This is an optimization exercise on Yosys and OpenROAD, whose aim is small area, not a production implementation.
RTL that was checked went through simulation tests only; none was proved equivalent to the original.
The RTL of runs 6 and 7 was laid out without a check of its function.
The clock cells of runs 3 to 7 come from the design's own scripts or RTL, not from TritonCTS.
The clock port is modelled as an ideal driver, which makes a skipped or thinned clock tree look cheaper than it is; a real chip needs a root buffer or a tree.
Power and IR drop assume default switching activity.

**flow/run.sh**
```bash
#!/bin/bash
# Standard ORFS layout with two changes: ports are buffered with the smallest
# buffer, and the clock tree is built from clkbuf_8 cells without dummy loads.
set -euo pipefail
export BUFFER_PORTS_ARGS="-buffer_cell sky130_fd_sc_hd__buf_1"
export CTS_ARGS="-sink_clustering_enable -repair_clock_nets -dont_use_dummy_load -buf_list sky130_fd_sc_hd__clkbuf_8"
bash standard.sh > standard_sh.log 2>&1
```
**standard.sh**
```bash
#!/bin/bash
# synth_recipe.tcl (not shown) runs the flow's synth.tcl, then flattens the netlist and writes it again
# the make line also repeats each setting of config.mk as NAME=value (left out here)
make -C /OpenROAD-flow-scripts/flow DESIGN_CONFIG=/design/flow/config.mk WORK_HOME=/design/flow/orfs CLKGATE_MAP_FILE= SYNTH_SCRIPT=/design/flow/synth_recipe.tcl "${@:-finish}"
```
**config.mk**
```make
export PLATFORM = sky130hd
export DESIGN_NAME = TinyMIPS
export DESIGN_NICKNAME = TinyMIPS
export VERILOG_FILES = /design/flow/design.v
export SDC_FILE = /design/flow/constraint.sdc
export NUM_CORES = 8
export LEC_CHECK = 0
export CAP_MARGIN = 20
export CORE_MARGIN = 2
export CORE_UTILIZATION = 40
export SLEW_MARGIN = 20
```
**constraint.sdc**
```tcl
create_clock -name core_clock -period 10.0 [get_ports {clk}]
set_input_delay 2.0000 -clock core_clock [delete_from_list [all_inputs] [get_ports {clk}]]
set_output_delay 2.0000 -clock core_clock [all_outputs]
set_load 0.01 [all_outputs]
```
**design.v**
```verilog
module TinyMIPS(
    input wire clk,
    input wire rst,
    input wire [15:0] data_fromRAM,
    output wire wrEn,
    output wire [7:0] addr_toRAM,
    output wire [15:0] data_toRAM
);
    localparam S_WAIT = 3'd0, S_PCUP = 3'd1, S_LDR = 3'd2, S_STW = 3'd3,
               S_EX = 3'd4, S_LDW = 3'd5, S_LDX = 3'd6, S_STX = 3'd7;
    reg [3:0] ph;       
    reg [2:0] st;
    reg [2:0] k;        
    reg [7:0] AR;       
    reg [15:0] T;       
    reg [2:0] Ah;       
    reg c1, c2;         
    reg tdel;           
    reg d0, d1;         
    reg [3:0] n;        
    reg fz;             
    reg fl;             
    reg sp;             
    reg [15:0] R [0:7];
    wire [15:0] I = data_fromRAM;
    wire [3:0] op = I[15:12];
    wire [2:0] fB = I[8:6];
    wire [2:0] fC = I[5:3];
    wire g1   = ~st[2];
    wire ex   = (st == S_EX);
    wire pcup = (st == S_PCUP);
    wire wait0= (st == S_WAIT);
    wire ldw  = (st == S_LDW);
    wire ldr  = (st == S_LDR);
    wire stw  = (st == S_STW);
    wire exch = st[2] & st[1];
    wire swst = st[1] & st[0];
    wire oADD = ex & (op == 4'd0);
    wire oADDI= ex & (op == 4'd1);
    wire oMUL = ex & (op == 4'd2);
    wire oSRL = ex & (op == 4'd3);
    wire oLD  = ex & (op == 4'd4);
    wire oST  = ex & (op == 4'd5);
    wire oCP  = ex & (op == 4'd6);
    wire oCPI = ex & (op == 4'd7);
    wire oBR  = ex & (op[3:2] == 2'b10) & (op[1:0] != 2'b11);
    wire oHLT = ex & ((op[3:2] == 2'b11) | (op == 4'd11));
    wire t0 = (ph == 4'd0);
    wire t15 = (ph == 4'd15);
    wire k0 = (k == 3'd0);
    wire cA = (fC == Ah);
    wire bA = (fB == Ah);
    wire useA = oBR | oST | swst | (oMUL & (~k0 | cA));
    wire [2:0] selP = useA ? Ah : fB;
    wire useC = oADD | oSRL | (oMUL & ~cA);
    wire [2:0] selQ = useC ? fC : fB;
    wire P = R[selP][0];
    wire Q = R[selQ][0];
    wire dm = I[ph];
    wire sx6 = (ph >= 4'd5) ? I[5] : dm;
    wire zx6 = (ph < 4'd6) & dm;
    wire zx9 = (ph < 4'd9) & dm;
    wire mcopy = (oMUL & k0) | (oSRL & ~sp);
    wire Tm = mcopy ? P : T[0];
    reg tap;
    always @* begin
        case (k)
            3'd0: tap = Tm;
            3'd1: tap = T[14];
            3'd2: tap = T[12];
            3'd3: tap = T[10];
            3'd4: tap = T[8];
            3'd5: tap = T[6];
            3'd6: tap = T[4];
            default: tap = T[2];
        endcase
    end
    wire D = (cA & bA) ? Tm : Q;
    wire nz = (n == 4'd0);
    wire lft = fl | nz;
    wire sv = ~fz & oSRL;
    wire cap0v = oMUL ? D : (sv & lft & ~n[0]);
    wire cap1v = oMUL ? D : (sv & lft &  n[0]);
    wire pre0 = sv & ~lft & ~n[0];
    wire pre1 = sv & ~lft &  n[0];
    wire kmatch = (oMUL | oSRL) & (ph[3:1] == k);
    wire d0n = (kmatch & ~ph[0]) ? cap0v : t0 ? pre0 : d0;
    wire d1n = (kmatch &  ph[0]) ? cap1v : t0 ? pre1 : d1;
    wire term0 = d0n & tap;
    wire term1 = d1n & tdel;
    wire ldst = oLD | oST;
    wire a1 = ((oADD | oADDI | oBR | oCP | (oMUL & ~k0)) & P) | (ldst & Q) | ((exch | pcup) & AR[0]);
    wire b1 = (oADD & Q) | (oBR & ~Q) | (oADDI & sx6) | (ldst & zx6) | (oCPI & zx9) |
              ((ldw | ldr) & dm) | ((oMUL | oSRL) & term0) | (pcup & fl & T[0]);
    wire ci1 = t0 ? (oBR | (pcup & ~fl)) : ((exch & (ph == 4'd8)) | c1);
    wire s1 = a1 ^ b1 ^ ci1;
    wire co1 = (a1 & b1) | (ci1 & (a1 ^ b1));
    wire ci2 = ~t0 & c2;
    wire s2 = s1 ^ term1 ^ ci2;
    wire co2 = (s1 & term1) | (ci2 & (s1 ^ term1));
    wire Tin = mcopy ? P : (ldst | exch) ? s1 : oBR ? sx6 : T[0];
    wire swap = oST | swst;
    wire wen = oADD | oADDI | oCP | oCPI | oMUL | (oSRL & sp) | (ldw & ~t0) | (ldr & t0);
    wire wdat = swap ? R[0][0] : s2;
    integer i;
    always @(posedge clk) begin
        R[0] <= {swap ? P : (wen & (Ah == 3'd0)) ? wdat : R[0][0], R[0][15:1]};
        for (i = 1; i < 8; i = i + 1)
            R[i] <= {((wen | swap) & (Ah == i[2:0])) ? wdat : R[i][0], R[i][15:1]};
        T <= {Tin, T[15:1]};
        c1 <= co1;
        c2 <= co2;
        tdel <= tap;
        d0 <= d0n;
        d1 <= d1n;
        if (oSRL & ~sp) begin
            if (ph < 4'd4) n <= {Q, n[3:1]};
            if (ph == 4'd4) fz <= Q;
            else if (ph >= 4'd6) fz <= fz | Q;
            if (ph == 4'd5) fl <= Q;
        end
        if (oBR) fz <= ~t0 & fz | (P ^ Q);
        if (ex & t15 & ~(oSRL & ~sp)) fl <= oBR & cond;
        if (ex & t15) sp <= oSRL & ~sp;
        if (t15 & g1) Ah <= I[11:9];
        if (arsh) AR <= {arin, AR[7:1]};
        if (oSRL & ~sp & ph[3]) k <= lft ? n[3:1] : (~n[3:1] + {2'b00, ~n[0]});
        else if (ex & t15) begin
            if (oMUL & (k != 3'd7)) k <= k + 3'd1;
            else k <= 3'd0;
        end
    end
    wire ne_all = fz | (P ^ Q);
    wire cond = (op[1:0] == 2'd0) ? ~ne_all : (op[1:0] == 2'd1) ? ~co1 : (co1 & ne_all);
    wire arsh = (g1 & ~ph[3]) | exch;
    wire arin = pcup ? s1 : ~wait0 & T[8];
    always @(posedge clk or posedge rst) begin
        if (rst) begin
            ph <= 4'd0;
            st <= S_WAIT;
        end else begin
            ph <= ph + 4'd1;
            if (ph == 4'd7 && oLD) st <= S_LDX;
            if (ph == 4'd7 && oST) st <= S_STX;
            if (t15) begin
                case (st)
                    S_EX: if (~oHLT & ~(oMUL & (k != 3'd7)) & ~(oSRL & ~sp)) st <= S_PCUP;
                    S_LDX: st <= S_LDW;
                    S_STX: st <= S_STW;
                    S_LDW: st <= S_LDR;
                    default: st <= S_EX;
                endcase
            end
        end
    end
    assign addr_toRAM = AR;
    assign wrEn = stw & t0;
    assign data_toRAM = R[0];
endmodule
```
==> metrics.cfg, run 1 <==
[run_status]
status=finished clean

[clock_network]
htree_levels=4
tritoncts=done
clkTransAtPathRegs_ns=0.10
cts_sinks=177
post_cts_buffers=0
numCtsBuffers=17
cts_buffer_depth=2
cts_resized=0
clockRootBuffer=clkbuf_8
insertion_delay_ns=0.44
hold_buffers=0

[global_routing]
grt_max_degree=20
grt_pass1_vias=3836
grt_overflow=0
antenna_found_initial=0
gr-usage-all-layers=0.1651
grt_pass1_wl_um=20510

[floorplan]
rows=45
die_area_um2=16460
ios=43
die_y_um=128.3
coreArea_um2=15150
fp.dieW_um=128.3
initial_core_util=0.4081

[layout]
final_layout_size_suffix_gt1_frac=0.09874
area_growth_pct=8.401
antenna_cells=0
nets=591
finalNonFillerCells=745

[pwr]
leakagePower_nw=2.587
power.density_nw_per_um2=191.8
peakVddDrop_uv=103.9

[placed_design]
gp_congestion=0.8990
hpwlAfterDp_um=9474
numPlacedInstances=728
io_buffers=42

[hold_path]
holdPathEnd=R[5][5]
hp-start=R[5][6]
whs_path_depth=0
hold_path.class=register to register

[timing]
tns_ns=0
fin_crit_sh=0.6382
hold_violations=0
layout_min_cycle_time_ns=6.382
setup_viol=0
tightest_slew_ns=0.8441
slew_headroom=0.4212
fmax_ghz=0.1567
clock_skew_ns=0.03802
rsz0062_at_grt=false
final_max_slew_viol_count=0

[critical_path]
critPathMaxFanout=17
crit_required_ns=10.35
reg2reg_from=st[1]
crit_type=input port to register
r2r_end=R[4][15]
cp-start-kind=input port
cp.arrival_ns=6.73
crit_path_end_kind=register
rrSetupSlack_ns=4.69
reg2reg_depth=13

[yosys]
ys.flop_type=dfxtp_1
ys_ff_latch=177
yosysTopAreaCellShare=0.4826
synth-seq-area-share=0.6130
yosys_warnings=2
synthTopCellsByArea=dfxtp_1, edfxtp_1, dfrtp_1
syn_inst=520
syn-cell-area_um2=6181
synth_edf_count=21
avgSynthCellArea_um2=11.89
synth_top_cell_by_area=dfxtp_1
synthesis.nets=552
synth_cell_types=80
async_flop_share=0.03955

[drt]
via_per_inst=5.328
dr_total_vias=3969
wl_per_cell_um=17.15
wl_um=12780
ant_nets=0
first_pass_iters=5
drc=0
initialDrtViolationCount=256

[run]
drv_cap=0

per-stage QoR:
step	utilization	cell area (um^2)	total power, mW	setup WS, ns	hold slack [ns]
floorplan	-	6181	0.9052	4.288	0.3096
global placement	0.4269	6466	0.9469	3.450	0.3109
detailed placement	0.4269	6466	0.9495	3.285	0.3121
CTS	0.4424	6700	1.304	3.721	0.3036
global route	0.4424	6700	1.348	3.288	0.3101
finish	0.4424	6700	1.285	3.618	0.3065
logic make-up (layout without fill, tap and decap cells):
logic type / Yosys count / count (layout) / share of synthesized area
flip-flops: 177 / 177 / 0.6130
AND/OR/NAND/NOR: 146 / 146 / 0.1243
AO/OA/AOI/OAI: 102 / 102 / 0.1288
buffers and inverters: 45 / 82 / 0.03138
multiplexers: 24 / 24 / 0.05486
adder cells (fa/ha/maj): 14 / 14 / 0.03077
XOR/XNOR: 12 / 12 / 0.01700
flip-flops by register name, summed over array words and instances (netlist names), 3 cells and up:
name  count
T        16
AR        8
R       128
k         3
n         4
st        3
ph        4
Ah        3
routing by layer:
metal | GRT usage | part of all wire | up-vias | wire length [um]
met5 | 0 | 0 | - | 0
met4 | 0.06658 | 0.012 | 0 | 156
met3 | 0.03923 | 0.061 | 16 | 775
met2 | 0.2519 | 0.47 | 99 | 5978
met1 | 0.2269 | 0.46 | 1932 | 5865
li1 | - | - | 1922 | -
where the power goes:
| part | switching, mW | leakage (nW) | internal (mW) |
|---|---|---|---|
| clock network | 0.200 | 0.122 | 0.150 |
| logic | 0.0910 | 0.975 | 0.0525 |
| registers | 0.0255 | 1.49 | 0.766 |
area by class of cell:
cell class              instances  area (um^2)
clock buffers                  17        234.0
fillers                      1400         8446
inverters                      23        86.33
multi-input cells             298         2198
flip-flops and latches        177         3789
well taps                     188        235.2
repair buffers                 42        157.7
worst max-delay path by stage:
stage / end / slack, ns / cells past startpoint / start
2_1_floorplan: R[1][15] / 4.29 / 14 / data_fromRAM[13]
3_3_place_gp: R[3][15] / 3.45 / 14 / data_fromRAM[12]
3_5_place_dp: R[4][15] / 3.29 / 14 / data_fromRAM[12]
4_1_cts: R[4][15] / 3.72 / 14 / data_fromRAM[12]
5_1_grt: R[4][15] / 3.29 / 14 / data_fromRAM[12]
6_report: R[4][15] / 3.62 / 14 / data_fromRAM[12]
cells in the final DEF, fill, tap and decap left out, drive strengths merged, types with 6 or more instances in the layout:
cell    Yosys  layout
edfxtp     21      21
mux4        6       6
clkbuf      8      17
o211ai      6       6
dfxtp     149     149
nor4        6       6
o21ai      20      20
a22oi       7       7
buf        14      42
nor2       35      35
inv        23      23
mux2i       9       9
nand2b     11      11
nand3      14      14
xor2        7       7
ha         12      12
nand2      35      35
mux2        9       9
nor3       13      13
dfrtp       7       7
a21oi      18      18
critical path, cell delays in order:
cell	delay, ns
buf_1	0.56
nor2b_1	0.15
nand3_1	0.26
a2bb2oi_1	0.41
nand3_1	0.23
a221oi_4	0.34
a22oi_4	0.12
a211oi_1	0.23
o21ai_1	0.12
o31a_1	0.26
fa_1	0.54
fa_1	0.55
o21ai_0	0.66
mux2_2	0.29
Yosys cell counts, types with 4 or more instances:
| cell | number |
|---|---|
| a21oi_1 | 17 |
| nor4_1 | 6 |
| ha_1 | 12 |
| edfxtp_1 | 21 |
| a22oi_1 | 5 |
| nor2_1 | 33 |
| nand4_1 | 4 |
| xnor2_1 | 5 |
| mux2_2 | 9 |
| and2_1 | 4 |
| nand3_1 | 14 |
| inv_1 | 22 |
| o21a_1 | 4 |
| xor2_1 | 7 |
| nor2b_1 | 4 |
| mux4_2 | 6 |
| nand2_1 | 33 |
| or3_1 | 5 |
| o211ai_1 | 6 |
| mux2i_1 | 8 |
| o21ai_0 | 16 |
| nor3_1 | 11 |
| buf_2 | 8 |
| dfxtp_1 | 149 |
| nand2b_1 | 11 |
| clkbuf_1 | 8 |
| buf_1 | 4 |
| dfrtp_1 | 7 |
==> run 2: changes to the inputs <==
--- a/config.mk
+++ b/config.mk
@@ -7,2 +7,3 @@
 export LEC_CHECK = 0
+export ABC_AREA = 1
 export CAP_MARGIN = 20
==> run 2 against run 1 <==
  * Critical path depth rose by 15
  * Clock power barely moved
  * Clock-buffer cell count did not move
  * Non-clock buffer count did not move
  * Cell count rose by 6.6%
  * Critical path type unchanged
  * Critical endpoint is now R[0][15]
==> metrics.cfg, run 2 <==
[yosys]
synthTopCellsByArea=dfxtp_1, edfxtp_1, nand2_1
synth_most_common_cell=dfxtp_1
synth_top_cell_by_area=dfxtp_1
async_flop_share=0.03955
ys.flop_type=dfxtp_1
avgSynthCellArea_um2=10.42
syn_inst=559
yosysTopAreaCellShare=0.5120
ys_ff_latch=177
synth_cell_types=45
synth_edf_count=21
yosys_warnings=2
synth-seq-area-share=0.6503
syn-cell-area_um2=5826
synthesis.nets=591
ys_top_cells_by_count=dfxtp_1, nand2_1, inv_1, nor2_1, nand3_1

[drt]
wl_per_cell_um=15.44
ant_nets=0
via_per_inst=4.824
dr_total_vias=3830
initialDrtViolationCount=236
wl_um=12260
first_pass_iters=5
drc=0

[timing]
slew_headroom=0.4578
hold_violations=0
hold_slack_ns=0.2988
setup_viol=0
rsz0062_at_grt=false
setup_slack_ns=4.190
clock_skew_ns=0.04081
fmax_ghz=0.1721
tightest_slew_ns=0.7928
tns_ns=0
layout_min_cycle_time_ns=5.810
final_max_slew_viol_count=0
fin_crit_sh=0.5810

[run]
drv_cap=0

[critical_path]
crit_path_end_kind=register
cpMostUsedCell=nand2_1
cpPeakStageDelay_ns=0.60
cp.arrival_ns=6.12
crit_slowest_cell=fa_1
cp-start-kind=input port
crit_required_ns=10.31
crit_type=input port to register
critPathMaxFanout=8
rrSetupSlack_ns=5.27

[pwr]
peakVddDrop_uv=106.8
power.density_nw_per_um2=176.3
leakagePower_nw=2.672

[layout]
final_layout_size_suffix_gt1_frac=0.08525
final_cell_mix=dfxtp_1, nand2_1, inv_1
area_growth_pct=10.12
antenna_cells=0
largest_register=R
fill_cells=1395
mostFrequentLayoutCell=dfxtp_1
reg_top3=R (128), T (16), AR (8)
nets=644
largest_reg_flops=128

[floorplan]
die_area_um2=15550
initial_core_util=0.4054
die_y_um=124.7
rows=44
coreArea_um2=14370
ios=43
fp.dieW_um=124.7

[clock_network]
numCtsBuffers=17
cts_sinks=177
tritoncts=done
clockRootBuffer=clkbuf_8
post_cts_buffers=0
insertion_delay_ns=0.45
cts_resized=0
clkTransAtPathRegs_ns=0.10
cts_buffer_depth=2
hold_buffers=0
htree_levels=4

[placed_design]
hpwlAfterDp_um=9106
io_buffers=42
place_ws_ns=3.793
gp_congestion=0.9162

[global_routing]
grt_pass1_wl_um=20100
grt_overflow=0
grt_pass1_vias=3897
gr-usage-all-layers=0.1670
grt_max_degree=19
antenna_found_initial=0

[hold_path]
hold_path.class=register to register

[run_status]
status=finished clean

==> run 2: cell count changes after synthesis, moves of 5 or more <==
cell	change
nand2_1	+45
inv_1	+43
nand3_1	+21
o21ai_0	+14
nand2b_1	-11
mux2_2	-9
nand2_2	+9
mux2i_1	-8
buf_2	-6
mux4_2	-6
nor2_1	+6
a22oi_1	-5
or3_1	-5
==> run 2: power breakdown <==
group | internal (mW) | switching (mW)
Clock | 0.150 | 0.204
Sequential | 0.721 | 0.00148
Combinational | 0.0175 | 0.0365
Total | 0.889 | 0.242
==> run 2: area by class of cell <==
| type | count | area [um^2] | area share |
|---|---|---|---|
| tap | 184 | 230.2 | 0.03589 |
| timing repair buffer | 42 | 157.7 | 0.02458 |
| inverter | 68 | 255.2 | 0.03979 |
| sequential | 177 | 3789 | 0.5906 |
| clock buffer | 17 | 234.0 | 0.03647 |
| multi-input combinational | 306 | 1749 | 0.2727 |
==> run 2: worst max-delay path: cells and delay by family <==
family	cells	cell delay, ns
AND/OR/NAND/NOR	20	1.93
adder cells (fa/ha/maj)	2	1.14
AO/OA/AOI/OAI	4	0.73
buffers and inverters	3	0.33
==> run 2: worst paths after layout <==
path	cells past startpoint	start	end
min in group asynchronous	2	rst	st[0]
worst max-delay path	29	data_fromRAM[12]	R[0][15]
worst min register to register	0	R[2][9]	R[2][8]
worst min-delay path	0	R[2][9]	R[2][8]
worst max register to register	30	k[0]	R[0][15]
max in group asynchronous	2	rst	st[2]
==> run 2: metal layers <==
layer / global-route usage / routed length, um / vias to the layer above
met4: 0.05816 / 116 / 0
li1: - / - / 1927
met5: 0 / 0 / -
met2: 0.2568 / 5319 / 97
met1: 0.2313 / 6233 / 1796
met3: 0.03952 / 594 / 10
==> run 2: cell families after synthesis <==
group,Yosys count,synth area share
AO/OA/AOI/OAI,86,0.09257
AND/OR/NAND/NOR,195,0.1572
buffers and inverters,76,0.04940
adder cells (fa/ha/maj),14,0.03265
flip-flops,177,0.6503
XOR/XNOR,11,0.01783
==> run 2: stage by stage <==
stage	area (um^2)	utilization	cells	power, mW
global route	6415	0.4464	794	1.178
floorplan	5826	-	559	0.7762
CTS	6415	0.4464	794	1.146
finish	6415	0.4464	794	1.131
global placement	6181	0.4302	777	0.7920
detailed placement	6181	0.4302	777	0.7923
==> run 3: changes to the inputs <==
==> flow/run.sh (replaced) <==
#!/bin/bash
# Standard ORFS layout (the standard.sh) with two changes:
#  - ports are buffered with the smallest buffer (buf_1);
#  - the clock tree is a small two-level inverter tree built by
#    flow/cts_manual.tcl in place of TritonCTS (sourced through PRE_CTS_TCL,
#    so the rest of ORFS's CTS step - legalisation, timing repair - still runs).
set -euo pipefail
here=$(pwd)
export BUFFER_PORTS_ARGS="-buffer_cell sky130_fd_sc_hd__buf_1"
export PRE_CTS_TCL="$here/flow/cts_manual.tcl"
bash standard.sh > standard_sh.log 2>&1
==> flow/cts_manual.tcl (new file) <==
# Sourced by ORFS's cts.tcl before CTS (PRE_CTS_TCL).  Replaces TritonCTS with a
# small two-level inverter tree: the clock port drives NROOT root inverters, each
# root drives NLEAF/NROOT leaf inverters, and each leaf drives one compact group
# of flip-flops.  Two inversions keep the clock polarity.
rename clock_tree_synthesis tritoncts_unused
proc clock_tree_synthesis {args} {
  set nroot 2
  set nleaf 8
  set root_cell sky130_fd_sc_hd__inv_12
  set leaf_cell sky130_fd_sc_hd__inv_8
  set db [ord::get_db]
  set block [ord::get_db_block]
  set clk_port_net [$block findNet clk]
  set sinks {}
  foreach it [$clk_port_net getITerms] {
    set inst [$it getInst]
    set xy [$inst getLocation]
    lappend sinks [list [lindex $xy 0] [lindex $xy 1] $it]
  }
  set n [llength $sinks]
  puts "manual CTS: $n sinks, $nroot roots, $nleaf leaves"
  # split by x into nroot columns, then each column by y into leaves
  set sinks [lsort -integer -index 0 $sinks]
  set per_root [expr {$nleaf / $nroot}]
  set groups {}
  for {set r 0} {$r < $nroot} {incr r} {
    set lo [expr {($r * $n) / $nroot}]
    set hi [expr {(($r + 1) * $n) / $nroot - 1}]
    set col [lsort -integer -index 1 [lrange $sinks $lo $hi]]
    set m [llength $col]
    set leaves {}
    for {set l 0} {$l < $per_root} {incr l} {
      set a [expr {($l * $m) / $per_root}]
      set b [expr {(($l + 1) * $m) / $per_root - 1}]
      lappend leaves [lrange $col $a $b]
    }
    lappend groups $leaves
  }
  set rm [$db findMaster $root_cell]
  set lm [$db findMaster $leaf_cell]
  for {set r 0} {$r < $nroot} {incr r} {
    set rnet [odb::dbNet_create $block "clknet_root_$r"]
    $rnet setSigType CLOCK
    set rinst [odb::dbInst_create $block $rm "clkinv_root_$r"]
    [$rinst findITerm A] connect $clk_port_net
    [$rinst findITerm Y] connect $rnet
    set rx 0; set ry 0; set rc 0
    set l 0
    foreach grp [lindex $groups $r] {
      set lnet [odb::dbNet_create $block "clknet_leaf_${r}_$l"]
      $lnet setSigType CLOCK
      set linst [odb::dbInst_create $block $lm "clkinv_leaf_${r}_$l"]
      [$linst findITerm A] connect $rnet
      [$linst findITerm Y] connect $lnet
      set sx 0; set sy 0
      foreach s $grp {
        set it [lindex $s 2]
        $it disconnect
        $it connect $lnet
        incr sx [lindex $s 0]; incr sy [lindex $s 1]
      }
      set k [llength $grp]
      set cx [expr {$sx / $k}]; set cy [expr {$sy / $k}]
      $linst setLocation $cx $cy
      $linst setPlacementStatus PLACED
      incr rx $cx; incr ry $cy; incr rc
      puts "  leaf ${r}_$l: $k sinks at $cx $cy"
      incr l
    }
    $rinst setLocation [expr {$rx / $rc}] [expr {$ry / $rc}]
    $rinst setPlacementStatus PLACED
  }
  set_propagated_clock [all_clocks]
}
==> run 3 against run 2 <==
  * Still clean on timing, DRC and antenna
  * Critical path depth did not move
  * Power fell by 7.8%
  * Clock skew shrank 0.026 ns
  * Critical endpoint unchanged
  * Largest power group unchanged
  * Highest routed layer unchanged
==> metrics.cfg, run 3 <==
[run_status]
status=finished clean

[critical_path]
crit_required_ns=10.03
cpPeakStageDelay_ns=0.59
critPathMaxFanout=8
cpMostUsedCell=nand2_1
crit_type=input port to register
crit_path_end_kind=register
cp-start-kind=input port
crit_slowest_cell=fa_1
cp.arrival_ns=6.13

[pwr]
leakagePower_nw=2.613
peakVddDrop_uv=122.8
power.density_nw_per_um2=165.3
finalPower_mw=1.042

[yosys]
synthTopCellsByArea=dfxtp_1, edfxtp_1, nand2_1
synth_top_cell_by_area=dfxtp_1
synth_most_common_cell=dfxtp_1
syn-cell-area_um2=5826
synthesis.nets=591
synth_cell_types=45
syn_inst=559
yosysTopAreaCellShare=0.5120
async_flop_share=0.03955
ys.flop_type=dfxtp_1
synth-seq-area-share=0.6503
yosys_warnings=2
ys_top_cells_by_count=dfxtp_1, nand2_1, inv_1, nor2_1, nand3_1
synth_edf_count=21
ys_ff_latch=177
avgSynthCellArea_um2=10.42

[floorplan]
coreArea_um2=14370
fp.dieW_um=124.7
ios=43
die_y_um=124.7
rows=44
initial_core_util=0.4054
die_area_um2=15550

[drt]
via_per_inst=4.809
dr_total_vias=3785
first_pass_iters=5
wl_um=12040
ant_nets=0
wl_per_cell_um=15.30
drc=0
initialDrtViolationCount=235

[timing]
layout_min_cycle_time_ns=6.096
fin_crit_sh=0.6096
fmax_ghz=0.1640
slew_headroom=0.4576
setup_viol=0
clock_skew_ns=0.01466
hold_slack_ns=0.3246
rsz0062_at_grt=false
hold_violations=0
tns_ns=0
final_max_slew_viol_count=0
tightest_slew_ns=0.7931

[layout]
final_layout_size_suffix_gt1_frac=0.07463
reg_top3=R (128), T (16), AR (8)
largest_reg_flops=128
finalNonFillerCells=787
mostFrequentLayoutCell=dfxtp_1
area_growth_pct=8.205
nets=637
largest_register=R
antenna_cells=0
final_cell_mix=dfxtp_1, nand2_1, inv_1

[clock_network]
cts_resized=0
clkTransAtPathRegs_ns=0.10
post_cts_buffers=0
insertion_delay_ns=0.15
hold_buffers=0

[placed_design]
io_buffers=42
hpwlAfterDp_um=9106
numPlacedInstances=777
gp_congestion=0.9162

[global_routing]
antenna_found_initial=0
grt_max_degree=24
grt_pass1_vias=3808
grt_overflow=0
gr-usage-all-layers=0.1543
grt_pass1_wl_um=19780

[run]
drv_cap=0

[hold_path]
hold_path.class=register to register

## run 3: area by class of cell
type	count	area, um^2
Fill cell	1402	8065
Inverter	78	377.9
Timing Repair Buffer	42	157.7
Sequential cell	177	3789
Tap cell	184	230.2
Multi-Input combinational cell	306	1749
## run 3: power by group
| group | internal [mW] | leakage [nW] | switching (mW) |
|---|---|---|---|
| Combinational | 0.0175 | 1.06 | 0.0364 |
| Clock | 0.0442 | 0.0630 | 0.222 |
| Sequential | 0.721 | 1.49 | 0.00148 |
## run 3: cell families (layout without fill, tap and decap cells)
family	Yosys count	after routing	synth area share
AO/OA/AOI/OAI	86	86	0.09257
XOR/XNOR	11	11	0.01783
adder cells (fa/ha/maj)	14	14	0.03265
buffers and inverters	76	120	0.04940
flip-flops	177	177	0.6503
AND/OR/NAND/NOR	195	195	0.1572
## run 3: final timing paths
kind / cells past startpoint / slack, ns / to / startpoint
max in group asynchronous: 2 / 8.05 / st[2] / rst
worst min register to register: 0 / 0.32 / R[1][14] / R[1][15]
min in group asynchronous: 2 / 1.74 / ph[1] / rst
worst max-delay path: 29 / 3.90 / R[0][15] / data_fromRAM[12]
worst min-delay path: 0 / 0.32 / R[1][14] / R[1][15]
worst max register to register: 30 / 5.23 / R[0][15] / k[0]
## run 3: worst max-delay path: cells and delay by family
kind	cells	cell delay (ns)
AO/OA/AOI/OAI	4	0.73
adder cells (fa/ha/maj)	2	1.13
AND/OR/NAND/NOR	20	1.92
buffers and inverters	3	0.34
## run 3: layer usage
layer | up-vias | part of all wire | GRT usage
li1 | 1920 | - | -
met1 | 1768 | 0.52 | 0.2333
met2 | 83 | 0.43 | 0.2488
met3 | 14 | 0.037 | 0.01203
met4 | 0 | 0.015 | 0.02115
met5 | - | 0 | 0
## run 3: through the flow
step | cell area, um^2 | setup WS [ns] | util
floorplan | 5826 | 4.680 | -
finish | 6304 | 3.904 | 0.4387
global placement | 6181 | 3.788 | 0.4302
global route | 6304 | 3.451 | 0.4387
CTS | 6304 | 3.934 | 0.4387
detailed placement | 6181 | 3.793 | 0.4302
==> run 4: changes to the inputs <==
--- a/design.v
+++ b/design.v
@@ -19,3 +19,3 @@
     reg d0, d1;         
-    reg [3:0] n;        
+    reg n0;             
     reg fz;             
@@ -78,9 +78,8 @@
     wire D = (cA & bA) ? Tm : Q;
-    wire nz = (n == 4'd0);
-    wire lft = fl | nz;
+    wire nz = (k == 3'd0) & ~n0;
     wire sv = ~fz & oSRL;
-    wire cap0v = oMUL ? D : (sv & lft & ~n[0]);
-    wire cap1v = oMUL ? D : (sv & lft &  n[0]);
-    wire pre0 = sv & ~lft & ~n[0];
-    wire pre1 = sv & ~lft &  n[0];
+    wire cap0v = oMUL ? D : (sv & fl & ~n0);
+    wire cap1v = oMUL ? D : (sv & fl &  n0);
+    wire pre0 = sv & ~fl & ~n0;
+    wire pre1 = sv & ~fl &  n0;
     wire kmatch = (oMUL | oSRL) & (ph[3:1] == k);
@@ -116,3 +115,2 @@
         if (oSRL & ~sp) begin
-            if (ph < 4'd4) n <= {Q, n[3:1]};
             if (ph == 4'd4) fz <= Q;
@@ -120,2 +118,3 @@
             if (ph == 4'd5) fl <= Q;
+            if (ph == 4'd14) fl <= fl | nz;
         end
@@ -126,4 +125,5 @@
         if (arsh) AR <= {arin, AR[7:1]};
-        if (oSRL & ~sp & ph[3]) k <= lft ? n[3:1] : (~n[3:1] + {2'b00, ~n[0]});
-        else if (ex & t15) begin
+        if (oSRL & ~sp & (ph < 4'd4)) {k, n0} <= {Q, k, n0} >> 1;
+        else if (oSRL & ~sp & (ph == 4'd14)) k <= (fl | nz) ? k : (~k + {2'b00, ~n0});
+        else if (ex & t15 & ~(oSRL & ~sp)) begin
             if (oMUL & (k != 3'd7)) k <= k + 3'd1;
==> flow/run.sh (replaced) <==
#!/bin/bash
# The standard ORFS layout (standard.sh) with three changes:
#  - synthesis maps logic with an area-oriented ABC script (flow/synth_area.tcl,
#    flow/area.abc); registers are mapped before ABC, exactly as in the
#    standard synthesis;
#  - ports are buffered with the smallest buffer (buf_1);
#  - the clock tree is a small two-level inverter tree built by
#    flow/cts_manual.tcl in place of TritonCTS (sourced through PRE_CTS_TCL,
#    so the rest of ORFS's CTS step - legalisation, timing repair - still runs).
# Each make step's full output is in orfs/logs; make's own output is in
# standard_sh.log.
set -euo pipefail
here=$(pwd)
export FLOW_SYNTH_TCL="$here/synth_recipe.tcl"
export AREA_ABC_SCRIPT="$here/flow/area.abc"
export BUFFER_PORTS_ARGS="-buffer_cell sky130_fd_sc_hd__buf_1"
export PRE_CTS_TCL="$here/flow/cts_manual.tcl"
sed "s#SYNTH_SCRIPT=[^ ]*#SYNTH_SCRIPT=$here/flow/synth_area.tcl#" standard.sh > standard_area.sh
grep -q "SYNTH_SCRIPT=$here/flow/synth_area.tcl" standard_area.sh
bash standard_area.sh > standard_sh.log 2>&1
==> flow/area.abc (new file) <==
&get -n
&st
&syn2
&dch -f
&nf -R 1000 -p
&put
==> flow/synth_area.tcl (new file) <==
# The standard synthesis (synth_recipe.tcl, which runs ORFS's synth.tcl), with
# one change: ABC maps the logic with flow/area.abc, an area-oriented script,
# instead of ORFS's delay-oriented one.  Flip-flops are mapped before ABC runs,
# so the registers (names, count, cell types) are the standard synthesis's.
proc abc {args} {
  set i [lsearch -exact $args -script]
  if {$i >= 0} {
    set args [lreplace $args $i [expr {$i + 1}] -script $::env(AREA_ABC_SCRIPT)]
  }
  yosys abc {*}$args
}
source $::env(FLOW_SYNTH_TCL)
--- a/config.mk
+++ b/config.mk
@@ -7,3 +7,2 @@
 export LEC_CHECK = 0
-export ABC_AREA = 1
 export CAP_MARGIN = 20
==> run 4 against run 3 <==
  * Clock power barely moved
  * Synthesized cell count fell by 24%
  * Fmax fell by 16%
  * Final area fell by 6.3%
  * Critical endpoint is now R[7][15]
  * Largest cell class unchanged
  * Largest power group unchanged
==> metrics.cfg, run 4 <==
[run_status]
status=finished clean

[yosys]
synth_top_family_by_area=simple AND/OR/NAND/NOR gates
synth_compound_area_frac=0.08571
ys.flop_type=dfxtp_1
yosys_warnings=2
synth_cell_types=44
syn-cell-area_um2=5401
synthTopCellsByArea=dfxtp_1, edfxtp_1, dfrtp_1
ys_top_cells_by_count=dfxtp_1, nand2_1, o21ai_0, a21oi_1, nor2_1
synth_most_common_cell=dfxtp_1
synthSimpleGateAreaFrac=0.1052
synth_edf_count=18
synth-seq-area-share=0.6847
ys_ff_latch=174
avgSynthCellArea_um2=12.68
synthesis.nets=459
synth_fa_ha_area_frac=0.03753
synthXorXnorAreaFrac=0.02108
yosysTopAreaCellShare=0.5522
muxShareOfSynthArea=0.05606
syn_inst=426
async_flop_share=0.04023
synth_top_cell_by_area=dfxtp_1

[layout]
fin_util=0.4480
final_area_um2=5909
mostFrequentLayoutCell=dfxtp_1
largest_register=R
nets=514
area_growth_pct=9.405
fill_cells=1250
reg_top3=R (128), T (16), AR (8)
final_cell_mix=dfxtp_1, buf_1, nand2_1
antenna_cells=0
largest_reg_flops=128
final_layout_size_suffix_gt1_frac=0.03340

[placed_design]
io_buffers=42
dpl-instance-area_um2=5787
place_ws_ns=2.586
hpwlAfterDp_um=7394
gp_congestion=0.8799

[global_routing]
grt_pass1_wl_um=16370
grt_overflow=0
grt_pass1_vias=3234
gr-usage-all-layers=0.1397
grt_max_degree=23
antenna_found_initial=0

[floorplan]
ios=43
fp.dieW_um=120.2
coreArea_um2=13190
die_area_um2=14450
rows=42
initial_core_util=0.4095
die_y_um=120.2

[clock_network]
post_cts_buffers=0
clkTransAtPathRegs_ns=0.12
cts_resized=0
hold_buffers=0
insertion_delay_ns=0.16

[critical_path]
cp-start-kind=input port
crit_slowest_cell=fa_1
critPathMaxFanout=16
critPathTopFamily=multiplexers
crit_chain=buf_1, nand2b_1, nand2b_1, a21oi_1, nor2_1, nand2_1, mux2i_1, mux4_2, mux2i_1, a21oi_1, o21ai_0, a31oi_1, a221oi_1, fa_1, fa_1, a21oi_1, mux2_1
cp.arrival_ns=7.29
crit_buf_inv=1
crit_type=input port to register
crit_path_end_kind=register
crit_required_ns=10.03
cpPeakStageDelay_ns=0.59
cpMostUsedCell=a21oi_1

[timing]
rsz0062_at_grt=false
tns_ns=0
setup_viol=0
fin_crit_sh=0.7269
layout_min_cycle_time_ns=7.269
hold_slack_ns=0.3031
slew_headroom=0.4780
setup_slack_ns=2.731
final_max_slew_viol_count=0
clock_skew_ns=0.02691
fmax_ghz=0.1376
hold_violations=0
tightest_slew_ns=0.7770

[drt]
via_per_inst=4.960
wl_um=10180
first_pass_iters=4
ant_nets=0
dr_total_vias=3249
initialDrtViolationCount=247
drc=0
wl_per_cell_um=15.55

[pwr]
leakagePower_nw=2.205
peakVddDrop_uv=141.2
switchingPower_uw=298.4
internal_power_uw=824.9
combPwrFrac=0.083
p_sw_frac=0.2656
p_clk_frac=0.236
p_seq_frac=0.682
power.density_nw_per_um2=190.1

[run]
drv_cap=0

[hold_path]
hold_path.class=register to register

==> run 4: worst register-to-register path: stages (launching register included) <==
cell and delay (ns):
dfrtp_1 0.56, nor2b_1 0.30, nand2b_1 0.16, nor3_1 0.42
nand2b_1 0.33, a21oi_1 0.20, nor2_1 0.07, nand2_1 0.15
mux2i_1 0.42, mux4_2 0.55, mux2i_1 0.40, a21oi_1 0.16
o21ai_0 0.23, a31oi_1 0.16, a221oi_1 0.35, fa_1 0.55
fa_1 0.59, a21oi_1 0.15, mux2_1 0.32
==> run 4: power by group through the flow <==
stage,logic [mW],clock network (mW),registers (mW)
2_1_floorplan,0.0607,0,0.777
3_3_place_gp,0.0931,0,0.781
3_5_place_dp,0.0923,0,0.782
4_1_cts,0.0932,0.275,0.766
5_1_grt,0.103,0.300,0.770
6_report,0.0929,0.265,0.766
==> run 4: kinds of logic after synthesis <==
group	after synthesis
flops	174
simple gates	113
compound gates	74
mux	23
fa+ha+maj	15
buf+inv	14
xor+xnor	13
==> run 4: path summary, 6_finish.rpt <==
kind                                        from       end  slack [ns]  depth (start not counted)
worst max register to register             st[2]  R[7][15]        3.83                         18
worst max-delay path            data_fromRAM[13]  R[7][15]        2.73                         17
min in group asynchronous                    rst     st[1]        1.70                          2
worst min-delay path                     R[2][2]   R[2][1]        0.30                          0
worst min register to register           R[2][2]   R[2][1]        0.30                          0
max in group asynchronous                    rst     ph[1]        8.14                          2
==> run 4: area by class of cell <==
class / count / area (um^2) / share of cell area
inverters: 24 / 175.2 / 0.02964
multi-input cells: 238 / 1650 / 0.2793
flip-flops and latches: 174 / 3699 / 0.6259
well taps: 176 / 220.2 / 0.03726
repair buffers: 43 / 165.2 / 0.02795
==> run 4: metrics by stage <==
step	std cells	power [mW]
final	655	1.123
after global placement	645	0.8741
after detailed placement	645	0.8740
after floorplan	426	0.8375
after CTS	655	1.134
after global routing	655	1.173
==> run 4: layer usage <==
metal  vias to the layer above  share of wire  routed length, um  global-route usage
met3                        30          0.041                421            0.008962
met4                         0          0.044                449             0.05662
met1                      1511           0.46               4645              0.1894
li1                       1615              -                  -                   -
met2                        93           0.46               4668              0.2340
met5                         -              0                  0                   0
==> run 5: changes to the inputs <==
--- a/flow/cts_manual.tcl
+++ b/flow/cts_manual.tcl
@@ -5,2 +5,16 @@
 rename clock_tree_synthesis tritoncts_unused
+proc bisect {pts parts} {
+  if {$parts <= 1} { return [list $pts] }
+  set xs {}; set ys {}
+  foreach p $pts { lappend xs [lindex $p 0]; lappend ys [lindex $p 1] }
+  set xs [lsort -integer $xs]; set ys [lsort -integer $ys]
+  set w [expr {[lindex $xs end] - [lindex $xs 0]}]
+  set h [expr {[lindex $ys end] - [lindex $ys 0]}]
+  set idx [expr {$w >= $h ? 0 : 1}]
+  set pts [lsort -integer -index $idx $pts]
+  set a [expr {$parts / 2}]
+  set cut [expr {([llength $pts] * $a) / $parts}]
+  return [concat [bisect [lrange $pts 0 [expr {$cut - 1}]] $a] \
+                 [bisect [lrange $pts $cut end] [expr {$parts - $a}]]]
+}
 proc clock_tree_synthesis {args} {
@@ -10,2 +24,3 @@
   set leaf_cell sky130_fd_sc_hd__inv_8
+  set big_leaf_cell sky130_fd_sc_hd__inv_12
   set db [ord::get_db]
@@ -21,18 +36,8 @@
   puts "manual CTS: $n sinks, $nroot roots, $nleaf leaves"
-  # split by x into nroot columns, then each column by y into leaves
-  set sinks [lsort -integer -index 0 $sinks]
+  # recursive bisection by count, always across the longer side of the
+  # group's bounding box, so that the groups come out compact
   set per_root [expr {$nleaf / $nroot}]
   set groups {}
-  for {set r 0} {$r < $nroot} {incr r} {
-    set lo [expr {($r * $n) / $nroot}]
-    set hi [expr {(($r + 1) * $n) / $nroot - 1}]
-    set col [lsort -integer -index 1 [lrange $sinks $lo $hi]]
-    set m [llength $col]
-    set leaves {}
-    for {set l 0} {$l < $per_root} {incr l} {
-      set a [expr {($l * $m) / $per_root}]
-      set b [expr {(($l + 1) * $m) / $per_root - 1}]
-      lappend leaves [lrange $col $a $b]
-    }
-    lappend groups $leaves
+  foreach half [bisect $sinks $nroot] {
+    lappend groups [bisect $half $per_root]
   }
@@ -55,2 +60,3 @@
       set sx 0; set sy 0
+      set x0 1e9; set y0 1e9; set x1 -1e9; set y1 -1e9
       foreach s $grp {
@@ -59,5 +65,12 @@
         $it connect $lnet
-        incr sx [lindex $s 0]; incr sy [lindex $s 1]
+        set px [lindex $s 0]; set py [lindex $s 1]
+        incr sx $px; incr sy $py
+        set x0 [expr {min($x0, $px)}]; set x1 [expr {max($x1, $px)}]
+        set y0 [expr {min($y0, $py)}]; set y1 [expr {max($y1, $py)}]
       }
       set k [llength $grp]
+      # a group spread over a large box has long wires: give it a stronger driver
+      if {($x1 - $x0) + ($y1 - $y0) > 60000} {
+        $linst swapMaster [$db findMaster $big_leaf_cell]
+      }
       set cx [expr {$sx / $k}]; set cy [expr {$sy / $k}]
@@ -66,3 +79,3 @@
       incr rx $cx; incr ry $cy; incr rc
-      puts "  leaf ${r}_$l: $k sinks at $cx $cy"
+      puts "  leaf ${r}_$l: $k sinks at $cx $cy, box [expr {($x1 - $x0) / 1000.0}] x [expr {($y1 - $y0) / 1000.0}] um, [[$linst getMaster] getName]"
       incr l
==> run 5 against run 4 <==
  * Fmax is 0.13% lower
  * Highest routed layer unchanged
  * Critical endpoint unchanged
  * Core utilization increased by 0.11 points
  * Power rose by 0.92%
  * Hold slack improved by 0.014 ns
  * Final area grew 0.25%
  * Clock skew decreased by 0.0050 ns
  * Largest power group unchanged
  * Sequential power barely moved
  * Routed wire length is essentially flat
==> metrics.cfg, run 5 <==
[drt]
wl_um=10180
via_per_inst=4.940
first_pass_iters=4
initialDrtViolationCount=247
ant_nets=0
wl_per_cell_um=15.54
drc=0
dr_total_vias=3236

[timing]
hold_violations=0
slew_headroom=0.4712
setup_viol=0
setup_slack_ns=2.722
final_max_slew_viol_count=0
rsz0062_at_grt=false
layout_min_cycle_time_ns=7.278
clock_skew_ns=0.02195
tns_ns=0
fmax_ghz=0.1374
tightest_slew_ns=0.7871
fin_crit_sh=0.7278

[global_routing]
grt_max_degree=23
grt_pass1_vias=3217
use_met2=0.2333
grt_use_met3=0.01368
gr-usage-all-layers=0.1397
top_usage_layer=met2
grt_overflow=0
antenna_found_initial=0
grt_pass1_wl_um=16360
met1_usage=0.1872

[critical_path]
cp.arrival_ns=7.30
r2r_end=R[7][15]
critPathMaxFanout=16
crit_required_ns=10.03
reg2reg_from=st[2]
rrSetupSlack_ns=3.84
cp-start-kind=input port
crit_type=input port to register
worstSetupStartpoint=data_fromRAM[13]
crit_path_end_kind=register
reg2reg_depth=18

[layout]
final_area_um2=5924
final_layout_size_suffix_gt1_frac=0.03340
largest_register=R
nets=514
antenna_cells=0
final_cell_mix=dfxtp_1, buf_1, nand2_1
area_growth_pct=9.683
fin_util=0.4492
reg_top3=R (128), T (16), AR (8)
largest_reg_flops=128
mostFrequentLayoutCell=dfxtp_1

[yosys]
yosys_warnings=2
ys.flop_type=dfxtp_1
synthesis.nets=459
yosysTopAreaCellShare=0.5522
synth_cell_types=44
async_flop_share=0.04023
avgSynthCellArea_um2=12.68
syn-cell-area_um2=5401
syn_inst=426
ys_ff_latch=174
ys_top_cells_by_count=dfxtp_1, nand2_1, o21ai_0, a21oi_1, nor2_1
synth-seq-area-share=0.6847
synthTopCellsByArea=dfxtp_1, edfxtp_1, dfrtp_1
synth_edf_count=18
synth_most_common_cell=dfxtp_1
synth_top_cell_by_area=dfxtp_1

[pwr]
p_seq_frac=0.675
combPwrFrac=0.082
power.density_nw_per_um2=191.4
p_clk_frac=0.243
peakVddDrop_uv=142.8
finalPower_mw=1.134
p_sw_frac=0.2688
leakagePower_nw=2.208
internal_power_uw=829.0
switchingPower_uw=304.7

[placed_design]
io_buffers=42
hpwlAfterDp_um=7394
place_ws_ns=2.586
dpl-instance-area_um2=5787
gp_congestion=0.8799

[run_status]
status=finished clean

[clock_network]
clkTransAtPathRegs_ns=0.09
cts_resized=0
insertion_delay_ns=0.15
post_cts_buffers=0
hold_buffers=0

[hold_path]
holdPathEnd=R[5][1]
hold_path.class=register to register
hp-start=R[5][2]
whs_path_depth=0

[run]
drv_cap=0

[floorplan]
coreArea_um2=13190
die_y_um=120.2
ios=43
rows=42
initial_core_util=0.4095
fp.dieW_um=120.2
die_area_um2=14450

## run 5: changes by cell type in the layout (fill, tap and decap cells not counted)
cell,change
inv_8,-3
inv_12,+3
## run 5: per-stage QoR
| stage | hold WS, ns | instances |
|---|---|---|
| after floorplan | 0.3096 | 426 |
| after detailed placement | 0.3121 | 645 |
| after global placement | 0.3104 | 645 |
| after CTS | 0.3144 | 655 |
| final | 0.3170 | 655 |
| after global routing | 0.3154 | 655 |
## run 5: cell type report
class                   count  area, um^2
fillers                  1245        7266
inverters                  24       190.2
multi-input cells         238        1650
flip-flops and latches    174        3699
well taps                 176       220.2
repair buffers             43       165.2
## run 5: critical path, stage by stage
cell      delay (ns)
buf_1           0.47
nand2b_1        0.21
nand2b_1        0.35
a21oi_1         0.20
nor2_1          0.07
nand2_1         0.15
mux2i_1         0.41
mux4_2          0.55
mux2i_1         0.40
a21oi_1         0.16
o21ai_0         0.23
a31oi_1         0.15
a221oi_1        0.35
fa_1            0.55
fa_1            0.59
a21oi_1         0.15
mux2_1          0.32
## run 5: power groups by stage
stage	Sequential [mW]	Combinational, mW	Clock (mW)
final	0.766	0.0929	0.275
after CTS	0.766	0.0932	0.287
after floorplan	0.777	0.0607	0
after global placement	0.781	0.0931	0
after global routing	0.770	0.103	0.314
after detailed placement	0.782	0.0923	0
## run 5: kinds of logic after synthesis
family,Yosys count,synth area share
compound gates,74,0.08571
xor+xnor,13,0.02108
fa+ha+maj,15,0.03753
buf+inv,14,0.009729
flops,174,0.6847
mux,23,0.05606
simple gates,113,0.1052
## run 5: routing by layer
layer  up-vias  routed length [um]
met4         0                 424
li1       1615                   -
met1      1511                4670
met5         -                   0
met2        83                4689
met3        27                 393
## run 5: worst max-delay path by stage
stage | endpoint | slack, ns
after CTS | R[7][15] | 2.73
after global routing | R[7][15] | 2.22
after floorplan | R[2][15] | 3.54
after global placement | R[4][15] | 2.78
after detailed placement | R[3][15] | 2.59
final | R[7][15] | 2.72
==> run 6: changes to the inputs <==
--- a/design.v
+++ b/design.v
@@ -114,10 +114,5 @@
         d1 <= d1n;
-        if (oSRL & ~sp) begin
-            if (ph == 4'd4) fz <= Q;
-            else if (ph >= 4'd6) fz <= fz | Q;
-            if (ph == 4'd5) fl <= Q;
-            if (ph == 4'd14) fl <= fl | nz;
-        end
-        if (oBR) fz <= ~t0 & fz | (P ^ Q);
-        if (ex & t15 & ~(oSRL & ~sp)) fl <= oBR & cond;
+        if (oBR | srl0) fz <= (~t0 & fz) | (oBR ? (P ^ Q) : (Q & (ph[3] | (ph[2] & (ph[1] | ~ph[0])))));
+        if (srl0 & (ph == 4'd5)) fl <= Q | nz;
+        else if (ex & t15 & ~srl0) fl <= oBR & cond;
         if (ex & t15) sp <= oSRL & ~sp;
@@ -125,9 +120,12 @@
         if (arsh) AR <= {arin, AR[7:1]};
-        if (oSRL & ~sp & (ph < 4'd4)) {k, n0} <= {Q, k, n0} >> 1;
-        else if (oSRL & ~sp & (ph == 4'd14)) k <= (fl | nz) ? k : (~k + {2'b00, ~n0});
-        else if (ex & t15 & ~(oSRL & ~sp)) begin
-            if (oMUL & (k != 3'd7)) k <= k + 3'd1;
-            else k <= 3'd0;
-        end
+        if (kshift) {k, n0} <= {Q, k, n0} >> 1;
+        else if (kadd) k <= kx + {2'b00, kcin};
     end
+    wire srl0 = oSRL & ~sp;
+    wire kshift = srl0 & (ph < 4'd4);
+    wire kinv = srl0 & ~(fl | nz);
+    wire kclr = ~srl0 & ~(oMUL & (k != 3'd7));
+    wire kadd = (srl0 & (ph == 4'd14)) | (ex & t15 & ~srl0);
+    wire [2:0] kx = kclr ? 3'd0 : kinv ? ~k : k;
+    wire kcin = srl0 ? (kinv & ~n0) : ~kclr;
     wire ne_all = fz | (P ^ Q);
==> run 6 against run 5 <==
  * Still clean on timing, DRC and antenna
  * Core utilization fell by 0.25 points
  * Cell count fell by 2.1%
  * Die area fell by 1.5%
==> metrics.cfg, run 6 <==
[drt]
ant_nets=0
via_per_inst=4.972
dr_total_vias=3187
drc=0
initialDrtViolationCount=190
first_pass_iters=4
wl_um=10550
wl_per_cell_um=16.46

[critical_path]
crit_path_end_kind=register
r2r_end=R[0][15]
worstSetupStartpoint=data_fromRAM[15]
critPathMaxFanout=8
rrSetupSlack_ns=3.59
critPathTopFamily=compound AO/OA/AOI/OAI gates
cp-start-kind=input port
crit_chain=buf_1, or4_1, nor2_1, o21ai_0, nand3_1, mux2i_1, mux2_1, a211oi_1, a21oi_1, mux2i_1, mux2i_1, nand2_1, a31oi_1, and3b_1, a2111oi_0, fa_1, fa_1, a21oi_1, mux2i_1, a21oi_1
crit_type=input port to register
path_depth=20
crit_required_ns=10.07
cpMostUsedCell=mux2i_1
reg2reg_from=st[1]
crit_end=R[0][15]
crit_slowest_cell=or4_1
reg2reg_depth=20
cpPeakStageDelay_ns=0.70
cp.arrival_ns=7.77
crit_buf_inv=1

[yosys]
synth_cell_types=46
yosys_warnings=2
ys.flop_type=dfxtp_1
synth-seq-area-share=0.6957
synth_edf_count=18
async_flop_share=0.04023
ys_ff_latch=174
synthesis.nets=439
synth_top_cell_by_area=dfxtp_1
avgSynthCellArea_um2=12.90
syn-cell-area_um2=5316
synthTopCellsByArea=dfxtp_1, edfxtp_1, dfrtp_1
yosysTopAreaCellShare=0.5611
ys_top_cells_by_count=dfxtp_1, nor2_1, nand2_1, edfxtp_1, o21ai_0
synth_most_common_cell=dfxtp_1
syn_inst=412

[timing]
setup_slack_ns=2.292
layout_min_cycle_time_ns=7.708
tightest_slew_ns=0.7473
setup_viol=0
fin_crit_sh=0.7708
rsz0062_at_grt=false
fmax_ghz=0.1297
tns_ns=0
slew_headroom=0.4984
hold_violations=0
final_max_slew_viol_count=0
clock_skew_ns=0.01506

[layout]
final_cell_mix=dfxtp_1, buf_1, nor2_1
nets=494
final_area_um2=5844
fin_util=0.4466
largest_register=R
final_layout_size_suffix_gt1_frac=0.03226
mostFrequentLayoutCell=dfxtp_1
reg_top3=R (128), T (16), AR (8)
area_growth_pct=9.932
largest_reg_flops=128
antenna_cells=0

[floorplan]
die_y_um=119.3
fp.dieW_um=119.3
initial_core_util=0.4063
rows=42
ios=43
coreArea_um2=13090
die_area_um2=14230

[placed_design]
gp_congestion=0.9025
dpl-instance-area_um2=5702
io_buffers=42
hpwlAfterDp_um=7679
place_ws_ns=2.199

[run]
drv_cap=0

[global_routing]
grt_overflow=0
antenna_found_initial=0
grt_max_degree=23
grt_pass1_vias=3082
gr-usage-all-layers=0.1461
grt_pass1_wl_um=16720

[pwr]
power.density_nw_per_um2=196.8
finalPower_mw=1.150
peakVddDrop_uv=127.0
leakagePower_nw=2.227

[clock_network]
cts_resized=0
post_cts_buffers=0
hold_buffers=0
clkTransAtPathRegs_ns=0.08
insertion_delay_ns=0.14

[hold_path]
hp-start=T[13]
hold_path.class=register to register

[run_status]
status=finished clean

run 6: cell count changes after synthesis, moves of 3 or more:
cell      delta
nor2_1      +11
ha_1         -6
a21oi_1      -5
mux2i_1      +5
nand2_1      -5
nor3_1       -5
o21ai_0      -5
clkinv_1     -4
o22ai_1      +4
a211oi_1     -3
a22oi_1      -3
mux2_1       +3
nand2b_1     -3
run 6: area by class of cell:
cell class / count / area (um^2)
inverters: 20 / 180.2
fillers: 1246 / 7241
multi-input cells: 228 / 1580
well taps: 176 / 220.2
flip-flops and latches: 174 / 3699
repair buffers: 43 / 165.2
run 6: worst min-delay path by stage:
stage | end | slack, ns | depth (start not counted)
final | T[12] | 0.32 | 0
after detailed placement | R[2][0] | 0.31 | 0
after global placement | R[3][1] | 0.31 | 0
after floorplan | R[1][0] | 0.31 | 0
after CTS | T[12] | 0.32 | 0
after global routing | T[12] | 0.33 | 0
run 6: metrics by stage:
stage	std cells	hold slack (ns)
finish	641	0.3207
global route	641	0.3311
CTS	641	0.3234
detailed placement	631	0.3121
global placement	631	0.3098
floorplan	412	0.3096
run 6: layer usage:
| metal | up-vias | GRT usage | wire length [um] |
|---|---|---|---|
| met4 | 0 | 0.03423 | 206 |
| met5 | - | 0 | 0 |
| met1 | 1549 | 0.2019 | 5006 |
| met2 | 56 | 0.2475 | 4995 |
| met3 | 12 | 0.01533 | 344 |
| li1 | 1570 | - | - |
run 6: report_power, final:
part,switching (mW),internal [mW],total [mW]
clock network,0.227,0.0500,0.277
registers,0.0251,0.756,0.781
logic,0.0586,0.0331,0.0918
run 6: cell families (layout without fill, tap and decap cells):
family                   count (synthesis)  after routing  synth area share
AO/OA/AOI/OAI                           63             63           0.07579
XOR/XNOR                                15             15           0.02471
adder cells (fa/ha/maj)                  9              9           0.02401
buffers and inverters                   10             63          0.007061
flip-flops                             174            174            0.6957
multiplexers                            30             30           0.06849
AND/OR/NAND/NOR                        111            111            0.1043
==> run 7: changes to the inputs <==
--- a/design.v
+++ b/design.v
@@ -84,3 +84,3 @@
     wire pre1 = sv & ~fl &  n0;
-    wire kmatch = (oMUL | oSRL) & (ph[3:1] == k);
+    wire kmatch = (ph[3:1] == k);
     wire d0n = (kmatch & ~ph[0]) ? cap0v : t0 ? pre0 : d0;
@@ -101,3 +101,3 @@
     wire swap = oST | swst;
-    wire wen = oADD | oADDI | oCP | oCPI | oMUL | (oSRL & sp) | (ldw & ~t0) | (ldr & t0);
+    wire wen = oADD | oADDI | oCP | oCPI | oMUL | (oSRL & sp) | ldw | (ldr & t0);
     wire wdat = swap ? R[0][0] : s2;
@@ -117,6 +117,7 @@
         else if (ex & t15 & ~srl0) fl <= oBR & cond;
-        if (ex & t15) sp <= oSRL & ~sp;
+        if (ex & t15) sp <= srl0;
         if (t15 & g1) Ah <= I[11:9];
         if (arsh) AR <= {arin, AR[7:1]};
-        if (kshift) {k, n0} <= {Q, k, n0} >> 1;
+        if (g1) k <= 3'd0;
+        else if (kshift) {k, n0} <= {Q, k, n0} >> 1;
         else if (kadd) k <= kx + {2'b00, kcin};
@@ -125,7 +126,6 @@
     wire kshift = srl0 & (ph < 4'd4);
-    wire kinv = srl0 & ~(fl | nz);
-    wire kclr = ~srl0 & ~(oMUL & (k != 3'd7));
-    wire kadd = (srl0 & (ph == 4'd14)) | (ex & t15 & ~srl0);
-    wire [2:0] kx = kclr ? 3'd0 : kinv ? ~k : k;
-    wire kcin = srl0 ? (kinv & ~n0) : ~kclr;
+    wire kinv = srl0 & ~fl;
+    wire kadd = (srl0 & (ph == 4'd14)) | (oMUL & t15);
+    wire [2:0] kx = kinv ? ~k : k;
+    wire kcin = ~srl0 | (kinv & ~n0);
     wire ne_all = fz | (P ^ Q);
==> run 7 against run 6 <==
  * Still clean
  * Critical path depth is 1 higher
  * Cell count is 0.47% lower
  * Synthesized cell count is 0.73% lower
  * Critical path type unchanged
  * Largest power group unchanged
==> metrics.cfg, run 7 <==
[placed_design]
hpwlAfterDp_um=7135
place_ws_ns=2.541
io_buffers=42
gp_congestion=0.8716
numPlacedInstances=628
dpl-instance-area_um2=5682

[floorplan]
die_area_um2=14180
fp.dieW_um=119.1
rows=42
die_y_um=119.1
ios=43
initial_core_util=0.4048
coreArea_um2=13090

[layout]
area_growth_pct=10.06
antenna_cells=0
multi_input_area_um2=1590
final_area_um2=5829
mostFrequentLayoutCell=dfxtp_1
final_cell_mix=dfxtp_1, buf_1, nand2_1
finalNonFillerCells=638
seqCellArea_um2=3669
fill_cells=1251
largest_reg_flops=128
final_layout_size_suffix_gt1_frac=0.03896
nets=491
largest_register=R
reg_top3=R (128), T (16), AR (8)

[global_routing]
gr-usage-all-layers=0.1384
grt_pass1_wl_um=16120
grt_overflow=0
grt_pass1_vias=3028
grt_max_degree=23
antenna_found_initial=0

[clock_network]
post_cts_buffers=0
cts_resized=0
clkTransAtPathRegs_ns=0.09
insertion_delay_ns=0.15
hold_buffers=0

[yosys]
yosysTopAreaCellShare=0.5745
synth_top_cell_by_area=dfxtp_1
muxShareOfSynthArea=0.07205
ys_ff_latch=174
synth_cell_types=46
synth-seq-area-share=0.6927
synth_top_family_by_area=simple AND/OR/NAND/NOR gates
syn_inst=409
ys_top_cells_by_count=dfxtp_1, nand2_1, nor2_1, a21oi_1, o21ai_0
yosys_warnings=2
async_flop_share=0.04023
synthSimpleGateAreaFrac=0.09898
synthesis.nets=436
synth_edf_count=15
synthTopCellsByArea=dfxtp_1, edfxtp_1, dfrtp_1
ys.flop_type=dfxtp_1
synth_compound_area_frac=0.07867
synth_fa_ha_area_frac=0.02410
synthXorXnorAreaFrac=0.02646
avgSynthCellArea_um2=12.95
syn-cell-area_um2=5296
synth_most_common_cell=dfxtp_1

[drt]
wl_per_cell_um=15.60
ant_nets=0
met2_length_um=4167
drt-met1-wl_um=5059
wl_um=9955
first_pass_iters=4
drc=0
routed-wl-met3_um=528
initialDrtViolationCount=200
via_per_inst=4.966
dr_total_vias=3168
dr.max_layer_used=met4

[timing]
slew_headroom=0.5313
rsz0062_at_grt=false
fin_crit_sh=0.7357
clock_skew_ns=0.02129
tns_ns=0
final_max_slew_viol_count=0
fmax_ghz=0.1359
setup_viol=0
setup_slack_ns=2.643
hold_violations=0
tightest_slew_ns=0.6984
layout_min_cycle_time_ns=7.357

[pwr]
p_clk_frac=0.243
switchingPower_uw=320.4
p_sw_frac=0.2756
combPwrFrac=0.088
p_seq_frac=0.669
peakVddDrop_uv=130.3
power.density_nw_per_um2=199.5
leakagePower_nw=2.226
internal_power_uw=842.4

[run]
drv_cap=0

[critical_path]
cp.arrival_ns=7.38
crit_required_ns=10.02
critPathTopFamily=multiplexers
crit_chain=buf_1, nand2b_1, nor2_1, a21oi_1, nand3_1, mux2_1, mux4_2, mux2i_1, nand2_1, o21ai_0, mux2i_1, and2_0, o21ai_0, o21ai_0, nand4_1, nand2_1, a21oi_1, fa_1, fa_1, a21oi_1, mux2_1
cp-start-kind=input port
critPathMaxFanout=16
crit_path_end_kind=register
path_depth=21
worstSetupStartpoint=data_fromRAM[13]
crit_type=input port to register
reg2reg_depth=23
crit_slowest_cell=fa_1
reg2reg_from=st[0]
crit_buf_inv=1
cpPeakStageDelay_ns=0.60

[hold_path]
hp-start=R[3][7]
whs_path_depth=0
hold_path.class=register to register

[run_status]
status=finished clean

## run 7: changes by cell type after synthesis, sizes merged, moves of 4 or more
cell	change
nor2	-10
nand2	+7
o22ai	-4
mux2i	-5
a21oi	+4
## run 7: area by class of cell
class                           count  share of cell area
Tap cell                          176             0.03778
Timing Repair Buffer               43             0.02833
Multi-Input combinational cell    225              0.2728
Sequential cell                   174              0.6293
Inverter                           20             0.03177
## run 7: worst register-to-register path: cells and delay by family (launching register included)
kind,cells,cell delay (ns)
compound gates,6,1.11
mux,5,1.67
fa+ha+maj,2,1.11
flops,1,0.57
simple gates,10,1.35
## run 7: logic make-up after synthesis
logic type,after synthesis
AOI/OAI and AO/OA,65
DFF,174
adders and majority gates,9
and+or+nand+nor,107
muxes,28
buffers and inverters,10
xor gates and xnor gates,16
## run 7: metrics by stage
stage,power [mW],hold slack [ns],utilization
2_1_floorplan,0.8545,0.3096,-
3_3_place_gp,0.8952,0.3107,0.4342
3_5_place_dp,0.8965,0.3121,0.4342
4_1_cts,1.179,0.3104,0.4455
5_1_grt,1.220,0.3201,0.4455
6_report,1.163,0.3093,0.4455
## run 7: power by group through the flow
stage / registers (mW) / logic, mW / clock network (mW)
2_1_floorplan: 0.788 / 0.0665 / 0
3_3_place_gp: 0.793 / 0.102 / 0
3_5_place_dp: 0.794 / 0.102 / 0
4_1_cts: 0.779 / 0.103 / 0.297
5_1_grt: 0.785 / 0.114 / 0.321
6_report: 0.778 / 0.102 / 0.283
## run 7: layer usage
layer	vias to the layer above	track usage
met1	1516	0.2124
li1	1553	-
met2	83	0.2123
met5	-	0
met4	0	0.02455
met3	16	0.01676
## run 7: final timing paths
path	end	slack, ns
min in group asynchronous	ph[0]	1.71
max in group asynchronous	st[0]	8.13
hold / removal	R[3][6]	0.31
hold reg to reg	R[3][6]	0.31
setup / recovery	R[2][15]	2.64
setup reg to reg	R[2][15]	4.09

==> separate check: timing with driven ports <==
How much do the figures lean on ideal ports? The routed layouts below were timed once more, with nothing changed but the port constraints.
Step 1: set_driving_cell puts a clkbuf_16 on clk and a buf_2 on each other input, an assumption about the parent block.
Step 2 times the ports against the registers' clock, not the clock port: input delays grow and output delays shrink by t, the midpoint of the rising clock arrivals with the driver on.
Slacks: no drivers / after step 1 / after step 2; pairs: no drivers / after step 1.
run | t (ns) | setup WS [ns] | hold slack, ns | latest minus earliest clock arrival (ns) | slew at the worst register clock pin (ns)
run 1 | 0.457 | 3.618 / 3.625 / 3.169 | 0.306 / 0.306 / 0.306 | 0.039 / 0.039 | 0.10 / 0.10
run 2 | 0.469 | 4.190 / 4.203 / 3.734 | 0.299 / 0.299 / 0.299 | 0.041 / 0.041 | 0.10 / 0.10
run 3 | 0.235 | 3.904 / 3.976 / 3.741 | 0.325 / 0.325 / 0.325 | 0.016 / 0.016 | 0.11 / 0.11
run 4 | 0.238 | 2.731 / 2.793 / 2.555 | 0.303 / 0.303 / 0.303 | 0.027 / 0.028 | 0.12 / 0.12
run 5 | 0.235 | 2.722 / 2.784 / 2.549 | 0.317 / 0.316 / 0.316 | 0.023 / 0.024 | 0.10 / 0.10
run 6 | 0.226 | 2.292 / 2.364 / 2.137 | 0.321 / 0.321 / 0.321 | 0.017 / 0.017 | 0.09 / 0.09
run 7 | 0.238 | 2.643 / 2.681 / 2.442 | 0.309 / 0.310 / 0.310 | 0.021 / 0.021 | 0.09 / 0.10
After both steps setup and hold are still met in every run listed. The setup slack of run 2, which loses most, moves by +0.013 ns with the drivers and by -0.456 ns with both steps.
